Source: an optimization exercise on an open RTL-to-GDS flow (aim: small area). Production flows keep margins and buffers that such runs may drop.
RTL that was checked went through simulation tests only; none was proved equivalent to the original.
Function not checked in run 3: the RTL went through the layout flow alone.
No activity file was given, so power comes from the tool's default toggle rates.

===== design/flow/design.v =====
module ascii_font_8x8 (input [6:0] i_CODE,
                       input [2:0] i_ROW,
                       output reg [7:0] o_ROW);
always @*
    case ({i_CODE, i_ROW})
    10'h108: o_ROW = 8'h18;
    10'h109: o_ROW = 8'h3c;
    10'h10a: o_ROW = 8'h3c;
    10'h10b: o_ROW = 8'h18;
    10'h10c: o_ROW = 8'h18;
    10'h10e: o_ROW = 8'h18;
    10'h110: o_ROW = 8'h36;
    10'h111: o_ROW = 8'h36;
    10'h118: o_ROW = 8'h36;
    10'h119: o_ROW = 8'h36;
    10'h11a: o_ROW = 8'h7f;
    10'h11b: o_ROW = 8'h36;
    10'h11c: o_ROW = 8'h7f;
    10'h11d: o_ROW = 8'h36;
    10'h11e: o_ROW = 8'h36;
    10'h120: o_ROW = 8'h0c;
    10'h121: o_ROW = 8'h3e;
    10'h122: o_ROW = 8'h03;
    10'h123: o_ROW = 8'h1e;
    10'h124: o_ROW = 8'h30;
    10'h125: o_ROW = 8'h1f;
    10'h126: o_ROW = 8'h0c;
    10'h129: o_ROW = 8'h63;
    10'h12a: o_ROW = 8'h33;
    10'h12b: o_ROW = 8'h18;
    10'h12c: o_ROW = 8'h0c;
    10'h12d: o_ROW = 8'h66;
    10'h12e: o_ROW = 8'h63;
    10'h130: o_ROW = 8'h1c;
    10'h131: o_ROW = 8'h36;
    10'h132: o_ROW = 8'h1c;
    10'h133: o_ROW = 8'h6e;
    10'h134: o_ROW = 8'h3b;
    10'h135: o_ROW = 8'h33;
    10'h136: o_ROW = 8'h6e;
    10'h138: o_ROW = 8'h06;
    10'h139: o_ROW = 8'h06;
    10'h13a: o_ROW = 8'h03;
    10'h140: o_ROW = 8'h18;
    10'h141: o_ROW = 8'h0c;
    10'h142: o_ROW = 8'h06;
    10'h143: o_ROW = 8'h06;
    10'h144: o_ROW = 8'h06;
    10'h145: o_ROW = 8'h0c;
    10'h146: o_ROW = 8'h18;
    10'h148: o_ROW = 8'h06;
    10'h149: o_ROW = 8'h0c;
    10'h14a: o_ROW = 8'h18;
    10'h14b: o_ROW = 8'h18;
    10'h14c: o_ROW = 8'h18;
    10'h14d: o_ROW = 8'h0c;
    10'h14e: o_ROW = 8'h06;
    10'h151: o_ROW = 8'h66;
    10'h152: o_ROW = 8'h3c;
    10'h153: o_ROW = 8'hff;
    10'h154: o_ROW = 8'h3c;
    10'h155: o_ROW = 8'h66;
    10'h159: o_ROW = 8'h0c;
    10'h15a: o_ROW = 8'h0c;
    10'h15b: o_ROW = 8'h3f;
    10'h15c: o_ROW = 8'h0c;
    10'h15d: o_ROW = 8'h0c;
    10'h165: o_ROW = 8'h0c;
    10'h166: o_ROW = 8'h0c;
    10'h167: o_ROW = 8'h06;
    10'h16b: o_ROW = 8'h3f;
    10'h175: o_ROW = 8'h0c;
    10'h176: o_ROW = 8'h0c;
    10'h178: o_ROW = 8'h60;
    10'h179: o_ROW = 8'h30;
    10'h17a: o_ROW = 8'h18;
    10'h17b: o_ROW = 8'h0c;
    10'h17c: o_ROW = 8'h06;
    10'h17d: o_ROW = 8'h03;
    10'h17e: o_ROW = 8'h01;
    10'h180: o_ROW = 8'h3e;
    10'h181: o_ROW = 8'h63;
    10'h182: o_ROW = 8'h73;
    10'h183: o_ROW = 8'h7b;
    10'h184: o_ROW = 8'h6f;
    10'h185: o_ROW = 8'h67;
    10'h186: o_ROW = 8'h3e;
    10'h188: o_ROW = 8'h0c;
    10'h189: o_ROW = 8'h0e;
    10'h18a: o_ROW = 8'h0c;
    10'h18b: o_ROW = 8'h0c;
    10'h18c: o_ROW = 8'h0c;
    10'h18d: o_ROW = 8'h0c;
    10'h18e: o_ROW = 8'h3f;
    10'h190: o_ROW = 8'h1e;
    10'h191: o_ROW = 8'h33;
    10'h192: o_ROW = 8'h30;
    10'h193: o_ROW = 8'h1c;
    10'h194: o_ROW = 8'h06;
    10'h195: o_ROW = 8'h33;
    10'h196: o_ROW = 8'h3f;
    10'h198: o_ROW = 8'h1e;
    10'h199: o_ROW = 8'h33;
    10'h19a: o_ROW = 8'h30;
    10'h19b: o_ROW = 8'h1c;
    10'h19c: o_ROW = 8'h30;
    10'h19d: o_ROW = 8'h33;
    10'h19e: o_ROW = 8'h1e;
    10'h1a0: o_ROW = 8'h38;
    10'h1a1: o_ROW = 8'h3c;
    10'h1a2: o_ROW = 8'h36;
    10'h1a3: o_ROW = 8'h33;
    10'h1a4: o_ROW = 8'h7f;
    10'h1a5: o_ROW = 8'h30;
    10'h1a6: o_ROW = 8'h78;
    10'h1a8: o_ROW = 8'h3f;
    10'h1a9: o_ROW = 8'h03;
    10'h1aa: o_ROW = 8'h1f;
    10'h1ab: o_ROW = 8'h30;
    10'h1ac: o_ROW = 8'h30;
    10'h1ad: o_ROW = 8'h33;
    10'h1ae: o_ROW = 8'h1e;
    10'h1b0: o_ROW = 8'h1c;
    10'h1b1: o_ROW = 8'h06;
    10'h1b2: o_ROW = 8'h03;
    10'h1b3: o_ROW = 8'h1f;
    10'h1b4: o_ROW = 8'h33;
    10'h1b5: o_ROW = 8'h33;
    10'h1b6: o_ROW = 8'h1e;
    10'h1b8: o_ROW = 8'h3f;
    10'h1b9: o_ROW = 8'h33;
    10'h1ba: o_ROW = 8'h30;
    10'h1bb: o_ROW = 8'h18;
    10'h1bc: o_ROW = 8'h0c;
    10'h1bd: o_ROW = 8'h0c;
    10'h1be: o_ROW = 8'h0c;
    10'h1c0: o_ROW = 8'h1e;
    10'h1c1: o_ROW = 8'h33;
    10'h1c2: o_ROW = 8'h33;
    10'h1c3: o_ROW = 8'h1e;
    10'h1c4: o_ROW = 8'h33;
    10'h1c5: o_ROW = 8'h33;
    10'h1c6: o_ROW = 8'h1e;
    10'h1c8: o_ROW = 8'h1e;
    10'h1c9: o_ROW = 8'h33;
    10'h1ca: o_ROW = 8'h33;
    10'h1cb: o_ROW = 8'h3e;
    10'h1cc: o_ROW = 8'h30;
    10'h1cd: o_ROW = 8'h18;
    10'h1ce: o_ROW = 8'h0e;
    10'h1d1: o_ROW = 8'h0c;
    10'h1d2: o_ROW = 8'h0c;
    10'h1d5: o_ROW = 8'h0c;
    10'h1d6: o_ROW = 8'h0c;
    10'h1d9: o_ROW = 8'h0c;
    10'h1da: o_ROW = 8'h0c;
    10'h1dd: o_ROW = 8'h0c;
    10'h1de: o_ROW = 8'h0c;
    10'h1df: o_ROW = 8'h06;
    10'h1e0: o_ROW = 8'h18;
    10'h1e1: o_ROW = 8'h0c;
    10'h1e2: o_ROW = 8'h06;
    10'h1e3: o_ROW = 8'h03;
    10'h1e4: o_ROW = 8'h06;
    10'h1e5: o_ROW = 8'h0c;
    10'h1e6: o_ROW = 8'h18;
    10'h1ea: o_ROW = 8'h3f;
    10'h1ed: o_ROW = 8'h3f;
    10'h1f0: o_ROW = 8'h06;
    10'h1f1: o_ROW = 8'h0c;
    10'h1f2: o_ROW = 8'h18;
    10'h1f3: o_ROW = 8'h30;
    10'h1f4: o_ROW = 8'h18;
    10'h1f5: o_ROW = 8'h0c;
    10'h1f6: o_ROW = 8'h06;
    10'h1f8: o_ROW = 8'h1e;
    10'h1f9: o_ROW = 8'h33;
    10'h1fa: o_ROW = 8'h30;
    10'h1fb: o_ROW = 8'h18;
    10'h1fc: o_ROW = 8'h0c;
    10'h1fe: o_ROW = 8'h0c;
    10'h200: o_ROW = 8'h3e;
    10'h201: o_ROW = 8'h63;
    10'h202: o_ROW = 8'h7b;
    10'h203: o_ROW = 8'h7b;
    10'h204: o_ROW = 8'h7b;
    10'h205: o_ROW = 8'h03;
    10'h206: o_ROW = 8'h1e;
    10'h208: o_ROW = 8'h0c;
    10'h209: o_ROW = 8'h1e;
    10'h20a: o_ROW = 8'h33;
    10'h20b: o_ROW = 8'h33;
    10'h20c: o_ROW = 8'h3f;
    10'h20d: o_ROW = 8'h33;
    10'h20e: o_ROW = 8'h33;
    10'h210: o_ROW = 8'h3f;
    10'h211: o_ROW = 8'h66;
    10'h212: o_ROW = 8'h66;
    10'h213: o_ROW = 8'h3e;
    10'h214: o_ROW = 8'h66;
    10'h215: o_ROW = 8'h66;
    10'h216: o_ROW = 8'h3f;
    10'h218: o_ROW = 8'h3c;
    10'h219: o_ROW = 8'h66;
    10'h21a: o_ROW = 8'h03;
    10'h21b: o_ROW = 8'h03;
    10'h21c: o_ROW = 8'h03;
    10'h21d: o_ROW = 8'h66;
    10'h21e: o_ROW = 8'h3c;
    10'h220: o_ROW = 8'h1f;
    10'h221: o_ROW = 8'h36;
    10'h222: o_ROW = 8'h66;
    10'h223: o_ROW = 8'h66;
    10'h224: o_ROW = 8'h66;
    10'h225: o_ROW = 8'h36;
    10'h226: o_ROW = 8'h1f;
    10'h228: o_ROW = 8'h7f;
    10'h229: o_ROW = 8'h46;
    10'h22a: o_ROW = 8'h16;
    10'h22b: o_ROW = 8'h1e;
    10'h22c: o_ROW = 8'h16;
    10'h22d: o_ROW = 8'h46;
    10'h22e: o_ROW = 8'h7f;
    10'h230: o_ROW = 8'h7f;
    10'h231: o_ROW = 8'h46;
    10'h232: o_ROW = 8'h16;
    10'h233: o_ROW = 8'h1e;
    10'h234: o_ROW = 8'h16;
    10'h235: o_ROW = 8'h06;
    10'h236: o_ROW = 8'h0f;
    10'h238: o_ROW = 8'h3c;
    10'h239: o_ROW = 8'h66;
    10'h23a: o_ROW = 8'h03;
    10'h23b: o_ROW = 8'h03;
    10'h23c: o_ROW = 8'h73;
    10'h23d: o_ROW = 8'h66;
    10'h23e: o_ROW = 8'h7c;
    10'h240: o_ROW = 8'h33;
    10'h241: o_ROW = 8'h33;
    10'h242: o_ROW = 8'h33;
    10'h243: o_ROW = 8'h3f;
    10'h244: o_ROW = 8'h33;
    10'h245: o_ROW = 8'h33;
    10'h246: o_ROW = 8'h33;
    10'h248: o_ROW = 8'h1e;
    10'h249: o_ROW = 8'h0c;
    10'h24a: o_ROW = 8'h0c;
    10'h24b: o_ROW = 8'h0c;
    10'h24c: o_ROW = 8'h0c;
    10'h24d: o_ROW = 8'h0c;
    10'h24e: o_ROW = 8'h1e;
    10'h250: o_ROW = 8'h78;
    10'h251: o_ROW = 8'h30;
    10'h252: o_ROW = 8'h30;
    10'h253: o_ROW = 8'h30;
    10'h254: o_ROW = 8'h33;
    10'h255: o_ROW = 8'h33;
    10'h256: o_ROW = 8'h1e;
    10'h258: o_ROW = 8'h67;
    10'h259: o_ROW = 8'h66;
    10'h25a: o_ROW = 8'h36;
    10'h25b: o_ROW = 8'h1e;
    10'h25c: o_ROW = 8'h36;
    10'h25d: o_ROW = 8'h66;
    10'h25e: o_ROW = 8'h67;
    10'h260: o_ROW = 8'h0f;
    10'h261: o_ROW = 8'h06;
    10'h262: o_ROW = 8'h06;
    10'h263: o_ROW = 8'h06;
    10'h264: o_ROW = 8'h46;
    10'h265: o_ROW = 8'h66;
    10'h266: o_ROW = 8'h7f;
    10'h268: o_ROW = 8'h63;
    10'h269: o_ROW = 8'h77;
    10'h26a: o_ROW = 8'h7f;
    10'h26b: o_ROW = 8'h7f;
    10'h26c: o_ROW = 8'h6b;
    10'h26d: o_ROW = 8'h63;
    10'h26e: o_ROW = 8'h63;
    10'h270: o_ROW = 8'h63;
    10'h271: o_ROW = 8'h67;
    10'h272: o_ROW = 8'h6f;
    10'h273: o_ROW = 8'h7b;
    10'h274: o_ROW = 8'h73;
    10'h275: o_ROW = 8'h63;
    10'h276: o_ROW = 8'h63;
    10'h278: o_ROW = 8'h1c;
    10'h279: o_ROW = 8'h36;
    10'h27a: o_ROW = 8'h63;
    10'h27b: o_ROW = 8'h63;
    10'h27c: o_ROW = 8'h63;
    10'h27d: o_ROW = 8'h36;
    10'h27e: o_ROW = 8'h1c;
    10'h280: o_ROW = 8'h3f;
    10'h281: o_ROW = 8'h66;
    10'h282: o_ROW = 8'h66;
    10'h283: o_ROW = 8'h3e;
    10'h284: o_ROW = 8'h06;
    10'h285: o_ROW = 8'h06;
    10'h286: o_ROW = 8'h0f;
    10'h288: o_ROW = 8'h1e;
    10'h289: o_ROW = 8'h33;
    10'h28a: o_ROW = 8'h33;
    10'h28b: o_ROW = 8'h33;
    10'h28c: o_ROW = 8'h3b;
    10'h28d: o_ROW = 8'h1e;
    10'h28e: o_ROW = 8'h38;
    10'h290: o_ROW = 8'h3f;
    10'h291: o_ROW = 8'h66;
    10'h292: o_ROW = 8'h66;
    10'h293: o_ROW = 8'h3e;
    10'h294: o_ROW = 8'h36;
    10'h295: o_ROW = 8'h66;
    10'h296: o_ROW = 8'h67;
    10'h298: o_ROW = 8'h1e;
    10'h299: o_ROW = 8'h33;
    10'h29a: o_ROW = 8'h07;
    10'h29b: o_ROW = 8'h0e;
    10'h29c: o_ROW = 8'h38;
    10'h29d: o_ROW = 8'h33;
    10'h29e: o_ROW = 8'h1e;
    10'h2a0: o_ROW = 8'h3f;
    10'h2a1: o_ROW = 8'h2d;
    10'h2a2: o_ROW = 8'h0c;
    10'h2a3: o_ROW = 8'h0c;
    10'h2a4: o_ROW = 8'h0c;
    10'h2a5: o_ROW = 8'h0c;
    10'h2a6: o_ROW = 8'h1e;
    10'h2a8: o_ROW = 8'h33;
    10'h2a9: o_ROW = 8'h33;
    10'h2aa: o_ROW = 8'h33;
    10'h2ab: o_ROW = 8'h33;
    10'h2ac: o_ROW = 8'h33;
    10'h2ad: o_ROW = 8'h33;
    10'h2ae: o_ROW = 8'h3f;
    10'h2b0: o_ROW = 8'h33;
    10'h2b1: o_ROW = 8'h33;
    10'h2b2: o_ROW = 8'h33;
    10'h2b3: o_ROW = 8'h33;
    10'h2b4: o_ROW = 8'h33;
    10'h2b5: o_ROW = 8'h1e;
    10'h2b6: o_ROW = 8'h0c;
    10'h2b8: o_ROW = 8'h63;
    10'h2b9: o_ROW = 8'h63;
    10'h2ba: o_ROW = 8'h63;
    10'h2bb: o_ROW = 8'h6b;
    10'h2bc: o_ROW = 8'h7f;
    10'h2bd: o_ROW = 8'h77;
    10'h2be: o_ROW = 8'h63;
    10'h2c0: o_ROW = 8'h63;
    10'h2c1: o_ROW = 8'h63;
    10'h2c2: o_ROW = 8'h36;
    10'h2c3: o_ROW = 8'h1c;
    10'h2c4: o_ROW = 8'h1c;
    10'h2c5: o_ROW = 8'h36;
    10'h2c6: o_ROW = 8'h63;
    10'h2c8: o_ROW = 8'h33;
    10'h2c9: o_ROW = 8'h33;
    10'h2ca: o_ROW = 8'h33;
    10'h2cb: o_ROW = 8'h1e;
    10'h2cc: o_ROW = 8'h0c;
    10'h2cd: o_ROW = 8'h0c;
    10'h2ce: o_ROW = 8'h1e;
    10'h2d0: o_ROW = 8'h7f;
    10'h2d1: o_ROW = 8'h63;
    10'h2d2: o_ROW = 8'h31;
    10'h2d3: o_ROW = 8'h18;
    10'h2d4: o_ROW = 8'h4c;
    10'h2d5: o_ROW = 8'h66;
    10'h2d6: o_ROW = 8'h7f;
    10'h2d8: o_ROW = 8'h1e;
    10'h2d9: o_ROW = 8'h06;
    10'h2da: o_ROW = 8'h06;
    10'h2db: o_ROW = 8'h06;
    10'h2dc: o_ROW = 8'h06;
    10'h2dd: o_ROW = 8'h06;
    10'h2de: o_ROW = 8'h1e;
    10'h2e0: o_ROW = 8'h03;
    10'h2e1: o_ROW = 8'h06;
    10'h2e2: o_ROW = 8'h0c;
    10'h2e3: o_ROW = 8'h18;
    10'h2e4: o_ROW = 8'h30;
    10'h2e5: o_ROW = 8'h60;
    10'h2e6: o_ROW = 8'h40;
    10'h2e8: o_ROW = 8'h1e;
    10'h2e9: o_ROW = 8'h18;
    10'h2ea: o_ROW = 8'h18;
    10'h2eb: o_ROW = 8'h18;
    10'h2ec: o_ROW = 8'h18;
    10'h2ed: o_ROW = 8'h18;
    10'h2ee: o_ROW = 8'h1e;
    10'h2f0: o_ROW = 8'h08;
    10'h2f1: o_ROW = 8'h1c;
    10'h2f2: o_ROW = 8'h36;
    10'h2f3: o_ROW = 8'h63;
    10'h2ff: o_ROW = 8'hff;
    10'h300: o_ROW = 8'h0c;
    10'h301: o_ROW = 8'h0c;
    10'h302: o_ROW = 8'h18;
    10'h30a: o_ROW = 8'h1e;
    10'h30b: o_ROW = 8'h30;
    10'h30c: o_ROW = 8'h3e;
    10'h30d: o_ROW = 8'h33;
    10'h30e: o_ROW = 8'h6e;
    10'h310: o_ROW = 8'h07;
    10'h311: o_ROW = 8'h06;
    10'h312: o_ROW = 8'h06;
    10'h313: o_ROW = 8'h3e;
    10'h314: o_ROW = 8'h66;
    10'h315: o_ROW = 8'h66;
    10'h316: o_ROW = 8'h3b;
    10'h31a: o_ROW = 8'h1e;
    10'h31b: o_ROW = 8'h33;
    10'h31c: o_ROW = 8'h03;
    10'h31d: o_ROW = 8'h33;
    10'h31e: o_ROW = 8'h1e;
    10'h320: o_ROW = 8'h38;
    10'h321: o_ROW = 8'h30;
    10'h322: o_ROW = 8'h30;
    10'h323: o_ROW = 8'h3e;
    10'h324: o_ROW = 8'h33;
    10'h325: o_ROW = 8'h33;
    10'h326: o_ROW = 8'h6e;
    10'h32a: o_ROW = 8'h1e;
    10'h32b: o_ROW = 8'h33;
    10'h32c: o_ROW = 8'h3f;
    10'h32d: o_ROW = 8'h03;
    10'h32e: o_ROW = 8'h1e;
    10'h330: o_ROW = 8'h1c;
    10'h331: o_ROW = 8'h36;
    10'h332: o_ROW = 8'h06;
    10'h333: o_ROW = 8'h0f;
    10'h334: o_ROW = 8'h06;
    10'h335: o_ROW = 8'h06;
    10'h336: o_ROW = 8'h0f;
    10'h33a: o_ROW = 8'h6e;
    10'h33b: o_ROW = 8'h33;
    10'h33c: o_ROW = 8'h33;
    10'h33d: o_ROW = 8'h3e;
    10'h33e: o_ROW = 8'h30;
    10'h33f: o_ROW = 8'h1f;
    10'h340: o_ROW = 8'h07;
    10'h341: o_ROW = 8'h06;
    10'h342: o_ROW = 8'h36;
    10'h343: o_ROW = 8'h6e;
    10'h344: o_ROW = 8'h66;
    10'h345: o_ROW = 8'h66;
    10'h346: o_ROW = 8'h67;
    10'h348: o_ROW = 8'h0c;
    10'h34a: o_ROW = 8'h0e;
    10'h34b: o_ROW = 8'h0c;
    10'h34c: o_ROW = 8'h0c;
    10'h34d: o_ROW = 8'h0c;
    10'h34e: o_ROW = 8'h1e;
    10'h350: o_ROW = 8'h30;
    10'h352: o_ROW = 8'h30;
    10'h353: o_ROW = 8'h30;
    10'h354: o_ROW = 8'h30;
    10'h355: o_ROW = 8'h33;
    10'h356: o_ROW = 8'h33;
    10'h357: o_ROW = 8'h1e;
    10'h358: o_ROW = 8'h07;
    10'h359: o_ROW = 8'h06;
    10'h35a: o_ROW = 8'h66;
    10'h35b: o_ROW = 8'h36;
    10'h35c: o_ROW = 8'h1e;
    10'h35d: o_ROW = 8'h36;
    10'h35e: o_ROW = 8'h67;
    10'h360: o_ROW = 8'h0e;
    10'h361: o_ROW = 8'h0c;
    10'h362: o_ROW = 8'h0c;
    10'h363: o_ROW = 8'h0c;
    10'h364: o_ROW = 8'h0c;
    10'h365: o_ROW = 8'h0c;
    10'h366: o_ROW = 8'h1e;
    10'h36a: o_ROW = 8'h33;
    10'h36b: o_ROW = 8'h7f;
    10'h36c: o_ROW = 8'h7f;
    10'h36d: o_ROW = 8'h6b;
    10'h36e: o_ROW = 8'h63;
    10'h372: o_ROW = 8'h1f;
    10'h373: o_ROW = 8'h33;
    10'h374: o_ROW = 8'h33;
    10'h375: o_ROW = 8'h33;
    10'h376: o_ROW = 8'h33;
    10'h37a: o_ROW = 8'h1e;
    10'h37b: o_ROW = 8'h33;
    10'h37c: o_ROW = 8'h33;
    10'h37d: o_ROW = 8'h33;
    10'h37e: o_ROW = 8'h1e;
    10'h382: o_ROW = 8'h3b;
    10'h383: o_ROW = 8'h66;
    10'h384: o_ROW = 8'h66;
    10'h385: o_ROW = 8'h3e;
    10'h386: o_ROW = 8'h06;
    10'h387: o_ROW = 8'h0f;
    10'h38a: o_ROW = 8'h6e;
    10'h38b: o_ROW = 8'h33;
    10'h38c: o_ROW = 8'h33;
    10'h38d: o_ROW = 8'h3e;
    10'h38e: o_ROW = 8'h30;
    10'h38f: o_ROW = 8'h78;
    10'h392: o_ROW = 8'h3b;
    10'h393: o_ROW = 8'h6e;
    10'h394: o_ROW = 8'h66;
    10'h395: o_ROW = 8'h06;
    10'h396: o_ROW = 8'h0f;
    10'h39a: o_ROW = 8'h3e;
    10'h39b: o_ROW = 8'h03;
    10'h39c: o_ROW = 8'h1e;
    10'h39d: o_ROW = 8'h30;
    10'h39e: o_ROW = 8'h1f;
    10'h3a0: o_ROW = 8'h08;
    10'h3a1: o_ROW = 8'h0c;
    10'h3a2: o_ROW = 8'h3e;
    10'h3a3: o_ROW = 8'h0c;
    10'h3a4: o_ROW = 8'h0c;
    10'h3a5: o_ROW = 8'h2c;
    10'h3a6: o_ROW = 8'h18;
    10'h3aa: o_ROW = 8'h33;
    10'h3ab: o_ROW = 8'h33;
    10'h3ac: o_ROW = 8'h33;
    10'h3ad: o_ROW = 8'h33;
    10'h3ae: o_ROW = 8'h6e;
    10'h3b2: o_ROW = 8'h33;
    10'h3b3: o_ROW = 8'h33;
    10'h3b4: o_ROW = 8'h33;
    10'h3b5: o_ROW = 8'h1e;
    10'h3b6: o_ROW = 8'h0c;
    10'h3ba: o_ROW = 8'h63;
    10'h3bb: o_ROW = 8'h6b;
    10'h3bc: o_ROW = 8'h7f;
    10'h3bd: o_ROW = 8'h7f;
    10'h3be: o_ROW = 8'h36;
    10'h3c2: o_ROW = 8'h63;
    10'h3c3: o_ROW = 8'h36;
    10'h3c4: o_ROW = 8'h1c;
    10'h3c5: o_ROW = 8'h36;
    10'h3c6: o_ROW = 8'h63;
    10'h3ca: o_ROW = 8'h33;
    10'h3cb: o_ROW = 8'h33;
    10'h3cc: o_ROW = 8'h33;
    10'h3cd: o_ROW = 8'h3e;
    10'h3ce: o_ROW = 8'h30;
    10'h3cf: o_ROW = 8'h1f;
    10'h3d2: o_ROW = 8'h3f;
    10'h3d3: o_ROW = 8'h19;
    10'h3d4: o_ROW = 8'h0c;
    10'h3d5: o_ROW = 8'h26;
    10'h3d6: o_ROW = 8'h3f;
    10'h3d8: o_ROW = 8'h38;
    10'h3d9: o_ROW = 8'h0c;
    10'h3da: o_ROW = 8'h0c;
    10'h3db: o_ROW = 8'h07;
    10'h3dc: o_ROW = 8'h0c;
    10'h3dd: o_ROW = 8'h0c;
    10'h3de: o_ROW = 8'h38;
    10'h3e0: o_ROW = 8'h18;
    10'h3e1: o_ROW = 8'h18;
    10'h3e2: o_ROW = 8'h18;
    10'h3e4: o_ROW = 8'h18;
    10'h3e5: o_ROW = 8'h18;
    10'h3e6: o_ROW = 8'h18;
    10'h3e8: o_ROW = 8'h07;
    10'h3e9: o_ROW = 8'h0c;
    10'h3ea: o_ROW = 8'h0c;
    10'h3eb: o_ROW = 8'h38;
    10'h3ec: o_ROW = 8'h0c;
    10'h3ed: o_ROW = 8'h0c;
    10'h3ee: o_ROW = 8'h07;
    10'h3f0: o_ROW = 8'h6e;
    10'h3f1: o_ROW = 8'h3b;
    default: o_ROW = 8'h00;
    endcase
endmodule
module OLED_interface (input i_CLK,
                       input i_RST,
                       input [1:0] i_MODE,
                       input i_START,
                       input [7:0] i_TEXT_COLOR,
                       input [7:0] i_BACKGROUND_COLOR,
                       input [767:0] i_ASCII,
                       output reg o_READY,
                       output o_CS,
                       output o_MOSI,
                       output o_SCK,
                       output o_DC,
                       output reg o_RES,
                       output reg o_VCCEN,
                       output reg o_PMODEN,
                       output o_MOSI_FINAL_BIT,
                       output o_MOSI_FINAL_BYTE);
    localparam [2:0] idle            = 3'd0,
                     turnon_1        = 3'd1,
                     turnon_2        = 3'd2,
                     turnon_3        = 3'd3,
                     turnon_4        = 3'd4,
                     fill_screen_1   = 3'd5,
                     pixel_display_1 = 3'd6,
                     pixel_display_2 = 3'd7;
    localparam [1:0] k_turnon = 2'd0,  
                     k_header = 2'd1,  
                     k_bg     = 2'd2,  
                     k_text   = 2'd3;  
    reg s_ms, s_SCK;
    always @(posedge i_CLK, posedge i_RST)
        if (i_RST) begin
            s_ms  <= 1'b0;
            s_SCK <= 1'b0;
        end else begin
            s_ms <= ~s_ms;
            if (s_ms)
                s_SCK <= ~s_SCK;
        end
    wire s_rise = s_ms & ~s_SCK;
    wire s_fall = s_ms & s_SCK;
    assign o_SCK = s_SCK;
    reg [2:0] s_state;
    reg       s_bstart;      
    reg       s_init;
    reg [9:0] s_count;
    reg [7:0] s_text, s_bg;
    reg [6:0] s_pix;         
    reg [3:0] s_col;         
    reg [2:0] s_row;         
    reg [1:0] s_kind;        
    wire s_fbyte, s_fbit;
    wire s_go   = (s_state == idle) & s_init & i_START;
    wire s_load = s_rise & s_go & (i_MODE == 2'b10);
    reg  [671:0] s_ring;
    wire [671:0] s_ring_in;
    genvar j;
    generate
        for (j = 0; j < 96; j = j + 1) begin : g_ring
            wire [7:0] c = i_ASCII[8*(95-j) +: 8];
            assign s_ring_in[7*j +: 7] = {c[6] & ~c[7], c[5] & ~c[7], c[4:0]};
        end
    endgenerate
    wire [671:0] s_ring_rot = {s_ring[6:0], s_ring[671:7]};
    always @(posedge i_CLK)
        s_ring <= ~(s_load ? s_ring_in : s_ring_rot);
    reg [3:0] s_pcol;
    reg [2:0] s_prow;
    always @(posedge i_CLK)
        if (s_load) begin
            s_pcol <= 4'd0;
            s_prow <= 3'd0;
        end else if (s_pcol == 4'd11) begin
            s_pcol <= 4'd0;
            s_prow <= s_prow + 3'd1;
        end else
            s_pcol <= s_pcol + 4'd1;
    reg [6:0] s_char;        
    always @(posedge i_CLK)
        if (s_pcol == s_col && s_prow == s_row)
            s_char <= s_pcol[0] ? s_ring[6:0] : ~s_ring[6:0];
    wire [7:0] s_font_row;
    ascii_font_8x8 font (.i_CODE(s_char), .i_ROW(s_pix[5:3]), .o_ROW(s_font_row));
    wire s_pixel = s_font_row[s_pix[2:0]];
    always @(posedge i_CLK, posedge i_RST)
        if (i_RST) begin
            s_state  <= idle;
            s_bstart <= 1'b0;
            s_init   <= 1'b0;
            o_RES    <= 1'b1;
            o_VCCEN  <= 1'b0;
            o_PMODEN <= 1'b0;
            o_READY  <= 1'b0;
        end else if (s_rise) begin
            case (s_state)
                idle: begin
                    s_bstart <= 1'b0;
                    o_RES    <= 1'b1;
                    if (!s_init) begin
                        s_state <= turnon_1;
                        o_READY <= 1'b0;
                    end else if (i_START) begin
                        o_READY <= 1'b0;
                        case (i_MODE)
                            2'b00: s_state <= turnon_1;
                            2'b01: s_state <= fill_screen_1;
                            2'b10: s_state <= pixel_display_1;
                            default: ;
                        endcase
                    end else
                        o_READY <= 1'b1;
                end
                turnon_1: begin
                    o_RES <= 1'b0;
                    if (s_count >= 10'd19)
                        s_state <= turnon_2;
                end
                turnon_2: begin
                    o_RES    <= 1'b1;
                    o_VCCEN  <= 1'b1;
                    o_PMODEN <= 1'b1;
                    if (s_count >= 10'd19)
                        s_state <= turnon_3;
                end
                turnon_3: begin
                    s_bstart <= 1'b1;
                    s_state  <= turnon_4;
                end
                turnon_4: begin
                    s_bstart <= 1'b0;
                    if (s_count >= 10'd999) begin
                        s_state <= idle;
                        s_init  <= 1'b1;
                    end
                end
                fill_screen_1: begin
                    s_bstart <= 1'b1;
                    s_state  <= idle;
                end
                pixel_display_1: begin
                    s_bstart <= 1'b1;
                    s_state  <= pixel_display_2;
                end
                pixel_display_2: begin
                    if (s_fbyte && s_fbit) begin
                        if (s_pix[6]) begin
                            if (s_row == 3'd7 && s_col == 4'd11)
                                s_state <= idle;
                            else
                                s_state <= pixel_display_1;
                            s_bstart <= 1'b0;
                        end else
                            s_bstart <= 1'b1;
                    end else
                        s_bstart <= 1'b0;
                end
            endcase
        end
    always @(posedge i_CLK)
        if (s_rise)
            case (s_state)
                idle: begin
                    s_count <= 10'd0;
                    if (s_init && i_START) begin
                        if (i_MODE == 2'b01)
                            s_bg <= i_BACKGROUND_COLOR;
                        if (i_MODE == 2'b10) begin
                            s_text <= i_TEXT_COLOR;
                            s_bg   <= i_BACKGROUND_COLOR;
                            s_col  <= 4'd0;
                            s_row  <= 3'd0;
                        end
                    end
                end
                turnon_1, turnon_2, turnon_4:
                    s_count <= (s_count >= (s_state == turnon_4 ? 10'd999 : 10'd19)) ? 10'd0 : s_count + 10'd1;
                turnon_3:
                    s_kind <= k_turnon;
                fill_screen_1:
                    s_kind <= k_bg;
                pixel_display_1: begin
                    s_kind <= k_header;
                    s_pix  <= 7'd0;
                end
                pixel_display_2:
                    if (s_fbyte && s_fbit) begin
                        if (s_pix[6]) begin
                            if (s_col == 4'd11) begin
                                s_col <= 4'd0;
                                s_row <= s_row + 3'd1;
                            end else
                                s_col <= s_col + 4'd1;
                        end else begin
                            s_kind <= s_pixel ? k_text : k_bg;
                            s_pix  <= s_pix + 7'd1;
                        end
                    end
                default: ;
            endcase
    reg       b_state;       
    reg       b_start;       
    reg       b_dc;
    reg       b_fbyte;
    reg [7:0] b_data;
    reg [2:0] b_byte;
    reg [1:0] b_kind;
    wire [7:0] s_byte0 = (s_kind == k_turnon) ? 8'hAF :
                         (s_kind == k_header) ? 8'h15 :
                         (s_kind == k_bg)     ? s_bg  : s_text;
    reg [7:0] b_next;
    always @*
        if (b_kind == k_turnon)
            b_next = (b_byte == 3'd1) ? 8'hA0 : 8'h20;
        else
            case (b_byte)
                3'd1:    b_next = {1'b0, s_col, 3'b000};
                3'd2:    b_next = {1'b0, s_col, 3'b111};
                3'd3:    b_next = 8'h75;
                3'd4:    b_next = {2'b00, s_row, 3'b000};
                default: b_next = {2'b00, s_row, 3'b111};
            endcase
    wire b_done = b_kind[1] | (b_kind == k_turnon ? (b_byte == 3'd3) : (b_byte == 3'd6));
    wire b_penu = ~b_kind[1] & (b_kind == k_turnon ? (b_byte == 3'd2) : (b_byte == 3'd5));
    always @(posedge i_CLK, posedge i_RST)
        if (i_RST) begin
            b_state <= 1'b0;
            b_start <= 1'b0;
            b_dc    <= 1'b0;
            b_fbyte <= 1'b0;
        end else if (s_rise) begin
            if (!b_state) begin
                if (s_bstart) begin
                    b_fbyte <= s_kind[1];
                    b_state <= 1'b1;
                    b_start <= 1'b1;
                    b_dc    <= s_kind[1];
                end else
                    b_fbyte <= 1'b0;
            end else if (s_fbit) begin
                if (b_penu)
                    b_fbyte <= 1'b1;
                if (b_done) begin
                    b_state <= 1'b0;
                    if (s_bstart) begin
                        b_start <= 1'b1;
                        b_dc    <= s_kind[1];
                    end else
                        b_start <= 1'b0;
                end else
                    b_dc <= 1'b0;
            end
        end
    always @(posedge i_CLK)
        if (s_rise) begin
            if (!b_state) begin
                if (s_bstart) begin
                    b_data <= s_byte0;
                    b_byte <= 3'd1;
                    b_kind <= s_kind;
                end
            end else if (s_fbit) begin
                if (b_done) begin
                    if (s_bstart) begin
                        b_data <= s_byte0;
                        b_byte <= 3'd1;
                    end
                end else begin
                    b_data <= b_next;
                    b_byte <= b_byte + 3'd1;
                end
            end
        end
    reg       m_state;
    reg       m_mosi, m_cs, m_dc, m_fbit;
    reg [7:0] m_data;
    reg [2:0] m_bit;
    always @(posedge i_CLK, posedge i_RST)
        if (i_RST) begin
            m_state <= 1'b0;
            m_mosi  <= 1'b0;
            m_cs    <= 1'b1;
            m_dc    <= 1'b0;
            m_fbit  <= 1'b0;
        end else if (s_fall) begin
            if (!m_state) begin
                m_fbit <= 1'b0;
                if (b_start) begin
                    m_state <= 1'b1;
                    m_mosi  <= b_data[7];
                    m_cs    <= 1'b0;
                    m_dc    <= b_dc;
                end else
                    m_cs <= 1'b1;
            end else begin
                m_mosi <= m_data[7];
                if (m_bit == 3'd0) begin
                    m_dc   <= b_dc;
                    m_fbit <= 1'b0;
                end else if (m_bit == 3'd6)
                    m_fbit <= 1'b1;
                else if (m_bit == 3'd7) begin
                    m_fbit <= 1'b0;
                    if (!b_start)
                        m_state <= 1'b0;
                end
            end
        end
    always @(posedge i_CLK)
        if (s_fall) begin
            if (!m_state) begin
                if (b_start) begin
                    m_bit  <= 3'd1;
                    m_data <= {b_data[6:0], 1'b0};
                end
            end else if (m_bit == 3'd7) begin
                if (b_start) begin
                    m_bit  <= 3'd0;
                    m_data <= b_data;
                end
            end else begin
                m_bit  <= m_bit + 3'd1;
                m_data <= {m_data[6:0], 1'b0};
            end
        end
    assign o_MOSI            = m_mosi;
    assign o_CS              = m_cs;
    assign o_DC              = m_dc;
    assign o_MOSI_FINAL_BIT  = m_fbit;
    assign o_MOSI_FINAL_BYTE = b_fbyte;
    assign s_fbit            = m_fbit;
    assign s_fbyte           = b_fbyte;
endmodule

===== design/flow/run.sh =====
#!/bin/bash
# synth_recipe.tcl (not shown) runs the flow's synth.tcl, then flattens the netlist and writes it again
# the make line also repeats each setting of config.mk as NAME=value (left out here)
make -C /OpenROAD-flow-scripts/flow DESIGN_CONFIG=/design/flow/config.mk WORK_HOME=/design/flow/orfs CLKGATE_MAP_FILE= SYNTH_SCRIPT=/design/flow/synth_recipe.tcl finish

===== design/flow/config.mk =====
export PLATFORM = sky130hd
export DESIGN_NAME = OLED_interface
export DESIGN_NICKNAME = OLED_interface
export VERILOG_FILES = /design/flow/design.v
export SDC_FILE = /design/flow/constraint.sdc
export NUM_CORES = 4
export LEC_CHECK = 0
export ABC_AREA = 1
export CAP_MARGIN = 20
export CORE_MARGIN = 2
export CORE_UTILIZATION = 80
export SLEW_MARGIN = 20
export SYNTH_MEMORY_MAX_BITS = 20000

===== design/flow/constraint.sdc =====
create_clock -name core_clock -period 10.0 [get_ports {i_CLK}]
set_input_delay 2.0000 -clock core_clock [delete_from_list [all_inputs] [get_ports {i_CLK}]]
set_output_delay 2.0000 -clock core_clock [all_outputs]
set_load 0.01 [all_outputs]

==> results of run 1 <==
## logic make-up after synthesis
logic type / Yosys count / synth area share
AND/OR/NAND/NOR: 1028 / 0.137
multiplexers: 481 / 0.154
AO/OA/AOI/OAI: 602 / 0.100
flip-flops: 771 / 0.520
buffers and inverters: 507 / 0.0655
XOR/XNOR: 24 / 0.00672
adder cells (fa/ha/maj): 41 / 0.0164
==> summary.txt, run 1 <==
* Status: did not finish
* Failed at: 3_2_place_iop
* Run Error: [ERROR PPL-0024] Number of IO pins (799) exceeds maximum number of available positions (726). Increase the die perimeter from 807.16um to 1086.64um.
* Async SR Flop Fraction at 0.0246
* Synth area leaders: dfxtp_1 43%, mux2i_1 15%, edfxtp_1 7.0%
* Syn Area/Cell at 9.06 um2
* Post-synth top cells: 679 x dfxtp_1, 565 x nand2_1, 480 x mux2i_1
* Horiz. Die Dim at 202 um
* Die Y at 202 um
* Post-Synthesis Cells at 3454
* Top cell type's share of synthesized area at 0.434
* Post-synth top area cell: dfxtp_1
* Ys flop type: dfxtp_1
* EDFF count, synth at 73
* Yosys warnings at 2
* Syn Std Cell Area at 31300 um2
* Flops & latches, synth at 771
* Row Count at 72
* Most numerous cell in the Yosys netlist: dfxtp_1
* Sequential element share of the synthesized area at 0.520
* Syn Nets at 4284
* Post-synthesis cell type count at 49
* Starting Density at 0.810
==> run 2: changes to the inputs <==
--- a/design/flow/config.mk
+++ b/design/flow/config.mk
@@ -8,6 +8,6 @@
 export ABC_AREA = 1
 export CAP_MARGIN = 20
-export CORE_MARGIN = 2
-export CORE_UTILIZATION = 80
+export CORE_AREA = 2 2 278 278
+export DIE_AREA = 0 0 280 280
 export SLEW_MARGIN = 20
 export SYNTH_MEMORY_MAX_BITS = 20000
==> summary.txt, run 2 <==
* Sequential element share of the synthesized area at 0.520 (unchanged)
* Yosys warnings at 2 (unchanged)
* Fin. max-slew vios at 0
* Post-synth top area cell: dfxtp_1
* CP endpoint kind: flop
* Top Usage Layer GRT: met2
* P_leak at 21.4 nW
* First-pass GRT wire length at 172000 um
* GR Util met2 at 0.473
* Reg clk slew, reported paths at 60 ps
* M1 GR Usage at 0.375
* Worst setup margin at 4880 ps
* FF-to-FF End: s_kind[0]$_DFFE_PP_
* Die Y at 280 um (+39%)
* HP Start: s_ring[393]$_DFF_P_
* Vias post-DR at 27200
* Met3 usage at 0.100
* Root Buffer Master: clkbuf_16
* PortBufs at 798
* Placed Cells at 5085
* Area delta synth->final at 36.9%
* Vias in the first global route at 26300
* Peak Freq at 195 MHz
* Total power at 8.26 mW
* DP HPWL at 90700 um
* Reg2reg setup slack at 5110 ps
* Slew margin rel. at 0.202
* Flops & latches, synth at 771 (unchanged)
* Hold path depth at 1
* Largest registers: s_ring x672, s_count x10
* FF-to-FF path depth at 18
* NumNets Final at 5022
* Final period utilization at 0.512
* Async SR Flop Fraction at 0.0246 (unchanged)
* RSZ-0062 raised after global routing: false
* Non-Filler Instances at 5247
* Ys flop type: dfxtp_1
* Worst Hold End: s_ring[386]$_DFF_P_
* Largest net degree at the start of global routing at 319
* DR WL/cell at 22.7 um
* Maximum buffer depth of the clock tree at 3
* Worst Setup Start Kind: input port
* Cell Pwr Density at 193 nW/um2
* Syn Nets at 4284 (unchanged)
* Critical Path AT at 5670 ps
* Top cell type's share of synthesized area at 0.434 (unchanged)
* Row Count at 101 (+40%)
* Most frequent cells in the layout: 798 x clkdlybuf4s50_1, 679 x dfxtp_1, 565 x nand2_1, 480 x mux2i_1, 436 x o21ai_0
* Max Cap Violations at 0
* GRT overflow at 0
* Fill count at 6846
* Biggest register: s_ring
* Setup TNS at 0 ps
* Most numerous cell in the Yosys netlist: dfxtp_1
* # setup viols final at 0
* Hold_ws at 395 ps
* Pre-CTS worst setup slack at 4330 ps
* ANT nets after route at 0
* Worst flop-to-flop path startpoint: s_pix[4]$_SDFFCE_PN0P_
* Ports at 799
* Num Clock Sinks at 771
* Post-synthesis cell type count at 49 (unchanged)
* GRT Overall Usage at 0.295
* Syn Std Cell Area at 31300 um2 (unchanged)
* Worst slew pin tran at 1200 ps
* # hold bufs at CTS at 0
* Final wirelength at 119000 um
* Final core utilization at 0.566
* Crit Path Category: input port to flop
* Post-Synthesis Cells at 3454 (unchanged)
* Placer Congestion at 1.04
* Starting Density at 0.413 (-0.396)
* CTS tree: built
* Worst-Skew Late Latency at 650 ps
* H-tree depth at 3
* Worst hold path type: flop to flop
* Post CTS Setup Buffer Count at 0
* Post_cts resized at 0
* Number of remaining DRC errors at 0
* Final hold violation count at 0
* Worst Path Max Fanout at 130
* Initial antenna violation count at 31
* CORE AREA at 75700 um2
* Syn Area/Cell at 9.06 um2 (unchanged)
* Skew final at 24.5 ps
* Status: complete, no violations
* Final instance area at 42800 um2
* Shortest period the worst path allows at 5120 ps
* Peak VDD IR at 162 uV
* Synth area leaders: dfxtp_1 43%, mux2i_1 15%, edfxtp_1 7.0%
* Die area at 78400 um2
* Initial DRC Count at 2748
* Post-synth top cells: 679 x dfxtp_1, 565 x nand2_1, 480 x mux2i_1
* Critical Path RT at 10550 ps
* Largest register FFs at 672
* Most common cell after layout, fill and taps aside: clkdlybuf4s50_1
* EDFF count, synth at 73 (unchanged)
* Horiz. Die Dim at 280 um (+39%)
* Post-DP Area at 40000 um2
* Num CTS Buffers at 83
* First drt pass iteration count at 7
* Vias per cell at 5.19
* Share of cells above drive strength 1 at 0.0425
-- run 2: cell counts after synthesis --
Identical to the previous run, type by type.
-- run 2: critical path, cell delays in order --
cell and delay (ps):
clkdlybuf4s50_1 450, inv_1 60, ha_1 250, nand4_1 260, buf_4 500, buf_12 680
buf_4 910, mux2i_1 290
-- run 2: final cells by class --
cell class / instances / area [um2] / area share
timing repair buffer: 825 / 8230 / 0.192
multi-input combinational: 2176 / 13000 / 0.303
sequential: 771 / 16300 / 0.380
antenna: 14 / 35.0 / 0.000818
clock buffer: 116 / 2450 / 0.0573
tap: 978 / 1220 / 0.0286
inverter: 335 / 1270 / 0.0296
clock inverter: 32 / 380 / 0.00888
-- run 2: cell families (layout without fill, tap and decap cells) --
| logic type | Yosys count | in the layout | synth area share |
|---|---|---|---|
| AOI/OAI and AO/OA | 602 | 602 | 0.100 |
| xor gates and xnor gates | 24 | 24 | 0.00672 |
| adders and majority gates | 41 | 41 | 0.0164 |
| buffers and inverters | 507 | 1308 | 0.0655 |
| DFF | 771 | 771 | 0.520 |
| muxes | 481 | 481 | 0.154 |
| other | 0 | 14 | 0 |
| and+or+nand+nor | 1028 | 1028 | 0.137 |
-- run 2: worst max-delay path by stage --
| stage | from | end | slack [ps] | depth (start not counted) |
|---|---|---|---|---|
| finish | i_MODE[0] | s_ring[450]$_DFF_P_ | 4880 | 8 |
| floorplan | i_MODE[0] | s_text[0]$_DFFE_PP_ | 6570 | 7 |
| global route | i_MODE[0] | s_ring[430]$_DFF_P_ | 4770 | 8 |
| detailed placement | i_MODE[0] | s_ring[564]$_DFF_P_ | 4330 | 8 |
| CTS | i_MODE[0] | s_ring[427]$_DFF_P_ | 5000 | 8 |
| global placement | i_MODE[0] | s_ring[164]$_DFF_P_ | 4370 | 8 |
-- run 2: layer usage --
metal / share of wire / vias to the layer above / routed length (um)
li1: - / 13100 / -
met4: 0.029 / 32 / 3420
met1: 0.41 / 12600 / 49100
met2: 0.46 / 1257 / 54200
met5: 0.0017 / - / 203
met3: 0.10 / 270 / 12000
-- run 2: power by group --
part / leakage (nW) / total, mW / internal, mW / switching (mW)
sequential: 6.90 / 3.97 / 3.73 / 0.235
clock: 1.40 / 3.12 / 1.83 / 1.29
combinational: 13.0 / 1.17 / 0.635 / 0.538
==> run 3: changes to the inputs <==
--- a/design/flow/design.v
+++ b/design/flow/design.v
@@ -619,9 +619,11 @@
     reg       s_bstart;      
     reg       s_init;
-    reg [9:0] s_count;
     reg [7:0] s_text, s_bg;
-    reg [6:0] s_pix;         
-    reg [3:0] s_col;         
-    reg [2:0] s_row;         
+    reg [13:0] s_cnt;
+    wire [9:0] s_count = s_cnt[9:0];
+    wire [6:0] s_pix   = s_cnt[6:0];    
+    wire [3:0] s_col   = s_cnt[10:7];   
+    wire [2:0] s_row   = s_cnt[13:11];  
+    wire [9:0] s_inc   = s_cnt[9:0] + 10'd1;
     reg [1:0] s_kind;        
     wire s_fbyte, s_fbit;
@@ -736,5 +738,5 @@
             case (s_state)
                 idle: begin
-                    s_count <= 10'd0;
+                    s_cnt <= 14'd0;
                     if (s_init && i_START) begin
                         if (i_MODE == 2'b01)
@@ -743,11 +745,9 @@
                             s_text <= i_TEXT_COLOR;
                             s_bg   <= i_BACKGROUND_COLOR;
-                            s_col  <= 4'd0;
-                            s_row  <= 3'd0;
                         end
                     end
                 end
                 turnon_1, turnon_2, turnon_4:
-                    s_count <= (s_count >= (s_state == turnon_4 ? 10'd999 : 10'd19)) ? 10'd0 : s_count + 10'd1;
+                    s_cnt[9:0] <= (s_count >= (s_state == turnon_4 ? 10'd999 : 10'd19)) ? 10'd0 : s_inc;
                 turnon_3:
                     s_kind <= k_turnon;
@@ -755,6 +755,6 @@
                     s_kind <= k_bg;
                 pixel_display_1: begin
-                    s_kind <= k_header;
-                    s_pix  <= 7'd0;
+                    s_kind     <= k_header;
+                    s_cnt[6:0] <= 7'd0;
                 end
                 pixel_display_2:
@@ -762,11 +762,11 @@
                         if (s_pix[6]) begin
                             if (s_col == 4'd11) begin
-                                s_col <= 4'd0;
-                                s_row <= s_row + 3'd1;
+                                s_cnt[10:7]  <= 4'd0;
+                                s_cnt[13:11] <= s_row + 3'd1;
                             end else
-                                s_col <= s_col + 4'd1;
+                                s_cnt[10:7]  <= s_col + 4'd1;
                         end else begin
-                            s_kind <= s_pixel ? k_text : k_bg;
-                            s_pix  <= s_pix + 7'd1;
+                            s_kind     <= s_pixel ? k_text : k_bg;
+                            s_cnt[6:0] <= s_inc[6:0];
                         end
                     end
==> design/flow/flow/run.sh (new file) <==
#!/bin/bash
# Own layout flow: the standard flow (standard.sh, unchanged synthesis,
# floorplan, power grid, tap cells, placement, CTS and routing), with the
# port buffers that global placement inserts made of sky130_fd_sc_hd__buf_1
# instead of the cell buffer_ports picks by itself. Every input and output
# port still gets its own buffer.
set -euo pipefail
export BUFFER_PORTS_ARGS="-buffer_cell sky130_fd_sc_hd__buf_1"
bash standard.sh finish > standard_flow.log 2>&1
==> design/flow/standard.sh (new file) <==
#!/bin/bash
# synth_recipe.tcl (not shown) runs the flow's synth.tcl, then flattens the netlist and writes it again
# the make line also repeats each setting of config.mk as NAME=value (left out here)
make -C /OpenROAD-flow-scripts/flow DESIGN_CONFIG=/design/flow/config.mk WORK_HOME=/design/flow/orfs CLKGATE_MAP_FILE= SYNTH_SCRIPT=/design/flow/synth_recipe.tcl "${@:-finish}"
removed: design/flow/run.sh
==> summary.txt, run 3 <==
* Status: complete, no violations
* Syn Area/Cell at 9.10 um2 (+0.46%)
* Hold path depth at 1 (unchanged)
* Setup TNS at 0 ps (unchanged)
* CORE AREA at 75700 um2 (unchanged)
* Max Cap Violations at 0 (unchanged)
* Post-Synthesis Cells at 3393 (-1.8%)
* PortBufs at 798 (unchanged)
* Hold_ws at 383 ps (-11.3 ps)
* FF-to-FF path depth at 20 (+2)
* M1 WL at 46500 um (-5.3%)
* Num Clock Sinks at 761 (-1.3%)
* Die Y at 280 um (unchanged)
* Initial antenna violation count at 10 (-68%)
* Biggest register: s_ring
* Top Layer Used: met5
* Final period utilization at 0.487 (-0.0245)
* Final hold violation count at 0 (unchanged)
* Number of remaining DRC errors at 0 (unchanged)
* First drt pass iteration count at 9 (+2)
* First-pass GRT wire length at 162000 um (-5.6%)
* DR WL/cell at 21.7 um (-4.4%)
* Most common cell after layout, fill and taps aside: buf_1
* Placed Cells at 5025 (-1.2%)
* Largest register FFs at 672 (unchanged)
* Post-synth top cells: 679 x dfxtp_1, 541 x nand2_1, 480 x mux2i_1
* Critical Path AT at 5450 ps (-220 ps)
* Share of cells above drive strength 1 at 0.0443 (+0.00179)
* Maximum buffer depth of the clock tree at 3 (unchanged)
* Final instance area at 37300 um2 (-13%)
* Yosys warnings at 2 (unchanged)
* CP endpoint kind: flop
* Initial DRC Count at 2635 (-4.1%)
* Post-DP Area at 34500 um2 (-14%)
* Sequential element share of the synthesized area at 0.517 (-0.00282)
* Post-synth top area cell: dfxtp_1
* Ports at 799 (unchanged)
* Cell Pwr Density at 168 nW/um2 (-13%)
* GRT Overall Usage at 0.277 (-0.0181)
* Ys flop type: dfxtp_1
* Post CTS Setup Buffer Count at 0 (unchanged)
* Register area at 16000 um2 (-1.8%)
* Vias in the first global route at 26200 (-0.32%)
* DP HPWL at 84500 um (-6.8%)
* # setup viols final at 0 (unchanged)
* Worst hold path type: flop to flop
* Root Buffer Master: clkbuf_16
* Worst slew pin tran at 1160 ps (-38.0 ps)
* Worst Path Max Fanout at 126 (-3.1%)
* Shortest period the worst path allows at 4870 ps (-245 ps)
* Final core utilization at 0.493 (-0.0733)
* Largest registers: s_ring x672, s_cnt x14
* # hold bufs at CTS at 0 (unchanged)
* Worst-Skew Late Latency at 670 ps (+20 ps)
* Flops & latches, synth at 761 (-1.3%)
* Starting Density at 0.408 (-0.00542)
* Largest net degree at the start of global routing at 304 (-4.7%)
* Reg clk slew, reported paths at 60 ps (about the same)
* Fin. max-slew vios at 0 (unchanged)
* Horiz. Die Dim at 280 um (unchanged)
* Worst Hold End: s_ring[641]$_DFF_P_
* Skew final at 42.4 ps (+18.0 ps)
* Fill count at 7346 (+7.3%)
* Final wirelength at 112000 um (-5.6%)
* Die area at 78400 um2 (unchanged)
* Critical Path RT at 10580 ps (+30 ps)
* Row Count at 101 (unchanged)
* P_leak at 18.6 nW (-13%)
* CTS tree: built
* NumNets Final at 4961 (-1.2%)
* Most numerous cell in the Yosys netlist: dfxtp_1
* FF-to-FF End: s_kind[0]$_DFFE_PP_
* Multi-input gate area at 12900 um2 (-1.1%)
* ANT nets after route at 0 (unchanged)
* Peak Freq at 205 MHz (+5.0%)
* RSZ-0062 raised after global routing: false
* Worst flop-to-flop path startpoint: s_cnt[5]$_DFFE_PP_
* Worst Setup Start Kind: input port
* Non-Filler Instances at 5182 (-1.2%)
* Peak VDD IR at 132 uV (-18%)
* Vias post-DR at 26900 (-1.3%)
* Syn Nets at 4224 (-1.4%)
* WL met2 at 50100 um (-7.6%)
* Reg2reg setup slack at 5680 ps (+570 ps)
* Post_cts resized at 0 (unchanged)
* H-tree depth at 3 (unchanged)
* Placer Congestion at 1.03 (-1.1%)
* GRT overflow at 0 (unchanged)
* Metal3 WL at 11200 um (-6.3%)
* Synth area leaders: dfxtp_1 44%, mux2i_1 16%, o21ai_0 7.1%
* Vias per cell at 5.19 (about the same)
* Async SR Flop Fraction at 0.0250 (+0.000324)
* HP Start: s_ring[648]$_DFF_P_
* Most frequent cells in the layout: 798 x buf_1, 679 x dfxtp_1, 541 x nand2_1, 480 x mux2i_1, 438 x o21ai_0
* Top cell type's share of synthesized area at 0.440 (+0.00577)
* Num CTS Buffers at 81 (-2.4%)
* Post-synthesis cell type count at 50 (+2.0%)
* Area delta synth->final at 20.7%
* Syn Std Cell Area at 30900 um2 (-1.3%)
* EDFF count, synth at 63 (-14%)
* Crit Path Category: input port to flop
* Slew margin rel. at 0.228 (+0.0262)
==> run 3: cell types whose count changed after synthesis, sizes merged, moves of 3 or more <==
cell,previous run,this run
buf,101,136
nor2,168,148
clkbuf,71,37
nor3,11,19
a21oi,101,88
nand2,567,548
inv,334,320
nand3,240,256
nand3b,1,4
nand4,30,15
nor3b,6,0
clkinv,1,5
edfxtp,73,63
==> run 3: worst max-delay path by stage <==
stage | cells past startpoint | start | slack [ps] | to
4_1_cts | 8 | i_MODE[0] | 5180 | s_ring[585]$_DFF_P_
2_1_floorplan | 7 | i_MODE[0] | 6710 | s_text[0]$_DFFE_PP_
6_report | 8 | i_MODE[0] | 5130 | s_ring[254]$_DFF_P_
3_5_place_dp | 8 | i_MODE[0] | 4500 | s_ring[137]$_DFF_P_
5_1_grt | 8 | i_MODE[0] | 4970 | s_ring[585]$_DFF_P_
3_3_place_gp | 8 | i_MODE[0] | 4550 | s_ring[158]$_DFF_P_
==> run 3: area by class of cell <==
cell class | instances | share of cell area
Sequential cell | 761 | 0.428
Multi-Input combinational cell | 2134 | 0.345
Timing Repair Buffer | 827 | 0.0869
Clock buffer | 121 | 0.0638
Inverter | 325 | 0.0330
Tap cell | 978 | 0.0328
Clock inverter | 28 | 0.0104
Antenna cell | 8 | 0.000537
==> run 3: report_power, final <==
part	switching, mW	internal [mW]
registers	0	3.07
logic	0.0743	0.0791
clock network	1.29	1.76
total	1.36	4.90
==> run 3: routing by layer <==
layer	up-vias	track usage
met2	1349	0.431
met4	4	0.107
met3	278	0.0842
li1	12900	-
met1	12400	0.359
met5	-	0
==> run 3: kinds of logic after synthesis <==
family	count (synthesis)	share of synthesized area
AND/OR/NAND/NOR	995	0.136
flip-flops	761	0.517
AO/OA/AOI/OAI	594	0.101
buffers and inverters	498	0.0674
multiplexers	481	0.156
adder cells (fa/ha/maj)	42	0.0173
XOR/XNOR	22	0.00624
==> run 3: critical path, cell delays in order <==
cell	delay, ps
buf_1	70
inv_1	60
ha_1	220
nand4_1	150
buf_12	660
buf_4	800
buf_4	950
mux2i_1	300
==> run 3: per-stage QoR <==
step / power (mW) / setup WS (ps)
floorplan: 3.16 / 6710
global placement: 3.29 / 4550
detailed placement: 3.29 / 4500
CTS: 6.33 / 5180
global route: 6.48 / 4970
finish: 6.27 / 5130

[separate check: timing with driven ports]
In the flow no input, the clock included, has a driving cell. The finished layouts below were timed again as built, in two steps. Step 1 assumes that a clkbuf_16 drives the clock port and a buf_2 every other input. Step 2 times the ports against the registers' clock, not the clock port: input delays grow and output delays shrink by t, the midpoint of the rising clock arrivals with the driver on. Three values: no drivers, after step 1, after step 2; two values: the first two.
run | t (ns) | slack for setup (ns) | hold slack, ns | worst setup path after step 2 | clock arrival spread, ns
run 2 | 0.706 | 4.882 / 4.926 / 4.220 | 0.395 / 0.395 / 0.395 | input to register | 0.036 / 0.035
run 3 | 0.713 | 5.127 / 5.172 / 4.459 | 0.383 / 0.383 / 0.383 | input to register | 0.052 / 0.052
After both steps setup and hold are still met in every run listed. The setup slack of run 3, which loses most, moves by +0.045 ns with the drivers and by -0.668 ns with both steps.
